What follows belongs to an exercise in optimizing a design on an open flow for small area; a production flow would make more cautious choices.
Function was checked by simulation only, so behaviour that the tests miss may differ from the original.

job 7787:
==> flow/design.v (excerpt) <==
module ImagineThinker(clk,rst,inst_addr,inst_data,data_addr,data_rdata,data_wdata,data_we);
Settings: LEC_CHECK=0, ABC_CLOCK_PERIOD_IN_PS=10000, CAP_MARGIN=20, CORE_MARGIN=2, CORE_UTILIZATION=45, CTS_BUF_LIST=sky130_fd_sc_hd__clkbuf_4, SLEW_MARGIN=20; clock period 10.0 ns.
standard.sh (not shown) runs the stock make flow with config.mk's settings and CLKGATE_MAP_FILE= SYNTH_SCRIPT=/design/flow/synth_recipe.tcl, a recipe that flattens the netlist after the stock synthesis.
==> flow/flow/run.sh <==
#!/bin/bash
# Own layout flow: the standard ORFS flow (standard.sh) with a copy of the
# ORFS scripts in which
#  - synthesis maps logic with an area-oriented ABC script (flow/abc_area.script);
#    flip-flops are mapped by the unchanged dfflibmap step, before ABC,
#  - port buffering uses the smallest buffer cell,
#  - clock tree synthesis inserts no dummy loads,
#  - synthesis keeps the module hierarchy through technology mapping
#    (SYNTH_HIERARCHICAL=1, then flattened by the standard flow's synthesis script as usual),
#    so that each module is mapped on its own.
set -euo pipefail
W=$(pwd)
S=$W/myscripts
{
  rm -rf "$S"
  cp -r "$FLOW_HOME/scripts" "$S"
  cp "$W/flow/abc_area.script" "$S/abc_speed.script"
  cp "$W/flow/abc_area.script" "$S/abc_area.script"
  sed -i 's/buffer_ports {\*}\[env_var_or_empty BUFFER_PORTS_ARGS\]/buffer_ports -buffer_cell sky130_fd_sc_hd__buf_1/' "$S/global_place.tcl"
  sed -i 's/^  -repair_clock_nets\]/  -repair_clock_nets -dont_use_dummy_load]/' "$S/cts.tcl"
  grep -n "buffer_ports" "$S/global_place.tcl"
  grep -n "dont_use_dummy_load" "$S/cts.tcl"
} > "$W/flow_setup.log" 2>&1
bash standard.sh SCRIPTS_DIR="$S" SYNTH_HIERARCHICAL=1 finish > "$W/flow_make.log" 2>&1
==> flow/flow/abc_area.script <==
strash
dch -f
map -a
topo
Job 7787 finished end to end and its layout was clean on timing, DRC and antenna.
[inputs] job 1028 vs job 7787
- GPL_TIMING_DRIVEN newly set to 0
==> comparison <==
Looking at the reports, job 1028 completed the entire flow and the layout it produced met the timing, DRC and antenna checks. Summary of job 1028 over job 7787: data-path buffer share of cell area in the final layout shows no meaningful change, total of endpoints with negative setup slack in the final report shows no meaningful change, global-route wire length before repair shows a reduction of 1700 um, number of clock buffer instances in the layout shows a reduction of about 3.7%, final area shows an increase of 470 um2.

========
## run A
ImagineThinker, a different RTL version from the one above (not shown whole).
For scale: about 3100 cells after synthesis, ~99 I/O pins.
export LEC_CHECK = 0
export ABC_CLOCK_PERIOD_IN_PS = 10000
export CAP_MARGIN = 5
export CORE_MARGIN = 2
export CORE_UTILIZATION = 50
export CTS_BUF_LIST = sky130_fd_sc_hd__clkbuf_4
export CTS_CLUSTER_DIAMETER = 60
export CTS_CLUSTER_SIZE = 7
export SLEW_MARGIN = 5
create_clock -name core_clock -period 10.0 [get_ports {clk}]
==> flow/flow/run.sh <==
#!/bin/bash
# Own layout flow: the standard ORFS flow (standard.sh) with a copy of the
# ORFS scripts in which
#  - synthesis maps logic with an area-oriented ABC script (flow/abc_area.script)
#    and keeps the module hierarchy through technology mapping
#    (SYNTH_HIERARCHICAL=1; the standard flow's synthesis script flattens it afterwards as
#    usual), so that each module is mapped on its own; flip-flops are mapped
#    by the unchanged dfflibmap step, before ABC;
#  - the quick ABC pass inside Yosys's synth is skipped for the multiplier
#    modules only (flow/synth_proc.tcl);
#  - full adders are not extracted in the modules named it_fast* (the
#    multiplier's final parallel-prefix adder and the divider's two
#    subtractors), so ABC maps their carry logic as plain gates, which are
#    faster than a chain of full-adder cells;
#  - port buffering uses the smallest buffer cell;
#  - clock tree synthesis inserts no dummy loads.
# Each tool's output goes to ORFS's own per-step logs under orfs/logs; this
# script's own output goes to flow_setup.log and flow_make.log.
set -euo pipefail
W=$(pwd)
S=$W/myscripts
{
  rm -rf "$S"
  cp -r "$FLOW_HOME/scripts" "$S"
  cp "$W/flow/abc_area.script" "$S/abc_speed.script"
  cp "$W/flow/abc_area.script" "$S/abc_area.script"
  sed -i 's/buffer_ports {\*}\[env_var_or_empty BUFFER_PORTS_ARGS\]/buffer_ports -buffer_cell sky130_fd_sc_hd__buf_1/' "$S/global_place.tcl"
  sed -i 's/^  -repair_clock_nets\]/  -repair_clock_nets -dont_use_dummy_load]/' "$S/cts.tcl"
  { cat "$W/flow/synth_proc.tcl"; tail -n +2 "$W/synth_recipe.tcl"; } > "$W/my_synth.tcl"
  sed -i 's/^  extract_fa {\*}\[dont_use_extract_fa_args\]$/  extract_fa {*}[dont_use_extract_fa_args] {*}[lsearch -all -inline -not [tee -q -s result.string select -list-mod *] it_fast*]/' "$S/synth.tcl"
  grep -n "extract_fa {" "$S/synth.tcl"
  grep -n "buffer_ports" "$S/global_place.tcl"
  grep -n "dont_use_dummy_load" "$S/cts.tcl"
  cat "$W/my_synth.tcl"
} > "$W/flow_setup.log" 2>&1
bash standard.sh SCRIPTS_DIR="$S" SYNTH_HIERARCHICAL=1 SYNTH_SCRIPT="$W/my_synth.tcl" finish > "$W/flow_make.log" 2>&1
Other scripts of this flow, unchanged in this note and not shown: flow/flow/abc_area.script, flow/flow/synth_proc.tcl
Run A ended with every stage complete and zero timing, DRC or antenna violations.
For run B, these inputs were changed with respect to run A:
Settings: SLEW_MARGIN changed from 5 to 20; CAP_MARGIN changed from 5 to 20; CORE_UTILIZATION changed from 50 to 56.
--- outcome ---
Run A → run B: share of layout cells above drive strength 1 +0.29 points; register-to-register slack stayed essentially flat; slew of the pin with the lowest slew margin decreased 0.036 ns; non-clock buffer count climbed about 3.8%.
Summary of the comparison: clock skew is lower in run B, relative to run A.
Run B: met2 usage is 7.1 points higher than what run A reported.
Summary of run B over run A: critical path depth lost 1, detail-routed net length per standard cell now sits higher, routed wire length now sits higher.
Of run B and run A, the lower layout overhead on the synthesized area belongs to run A.

## static timing again, ports no longer ideal
The results above use ideal ports. As a check the final layouts listed here were re-extracted and re-timed, cells and wires unchanged.
Step 1 (the two cells are an assumption about what drives the block):
set clk [get_ports {clk}]
set_driving_cell -lib_cell sky130_fd_sc_hd__clkbuf_16 $clk
set_driving_cell -lib_cell sky130_fd_sc_hd__buf_2 [delete_from_list [all_inputs] $clk]
Step 2 also shifts input and output timing later by t, the mid clock arrival at the registers, as if the neighbouring blocks saw the same clock.
Slacks: no drivers / after step 1 / after step 2; pairs: no drivers / after step 1.
run | t (ns) | setup slack, ns | pins driven straight from the clock port
job 7787 | 1.076 | 0.339 / 0.339 / 0.339 | 1
job 1028 | 1.018 | 0.238 / 0.238 / 0.238 | 1
run A | 0.960 | 0.419 / 0.419 / 0.419 | 1
run B | 0.953 | 0.422 / 0.422 / 0.422 | 1
After both steps setup and hold are still met in every run listed.
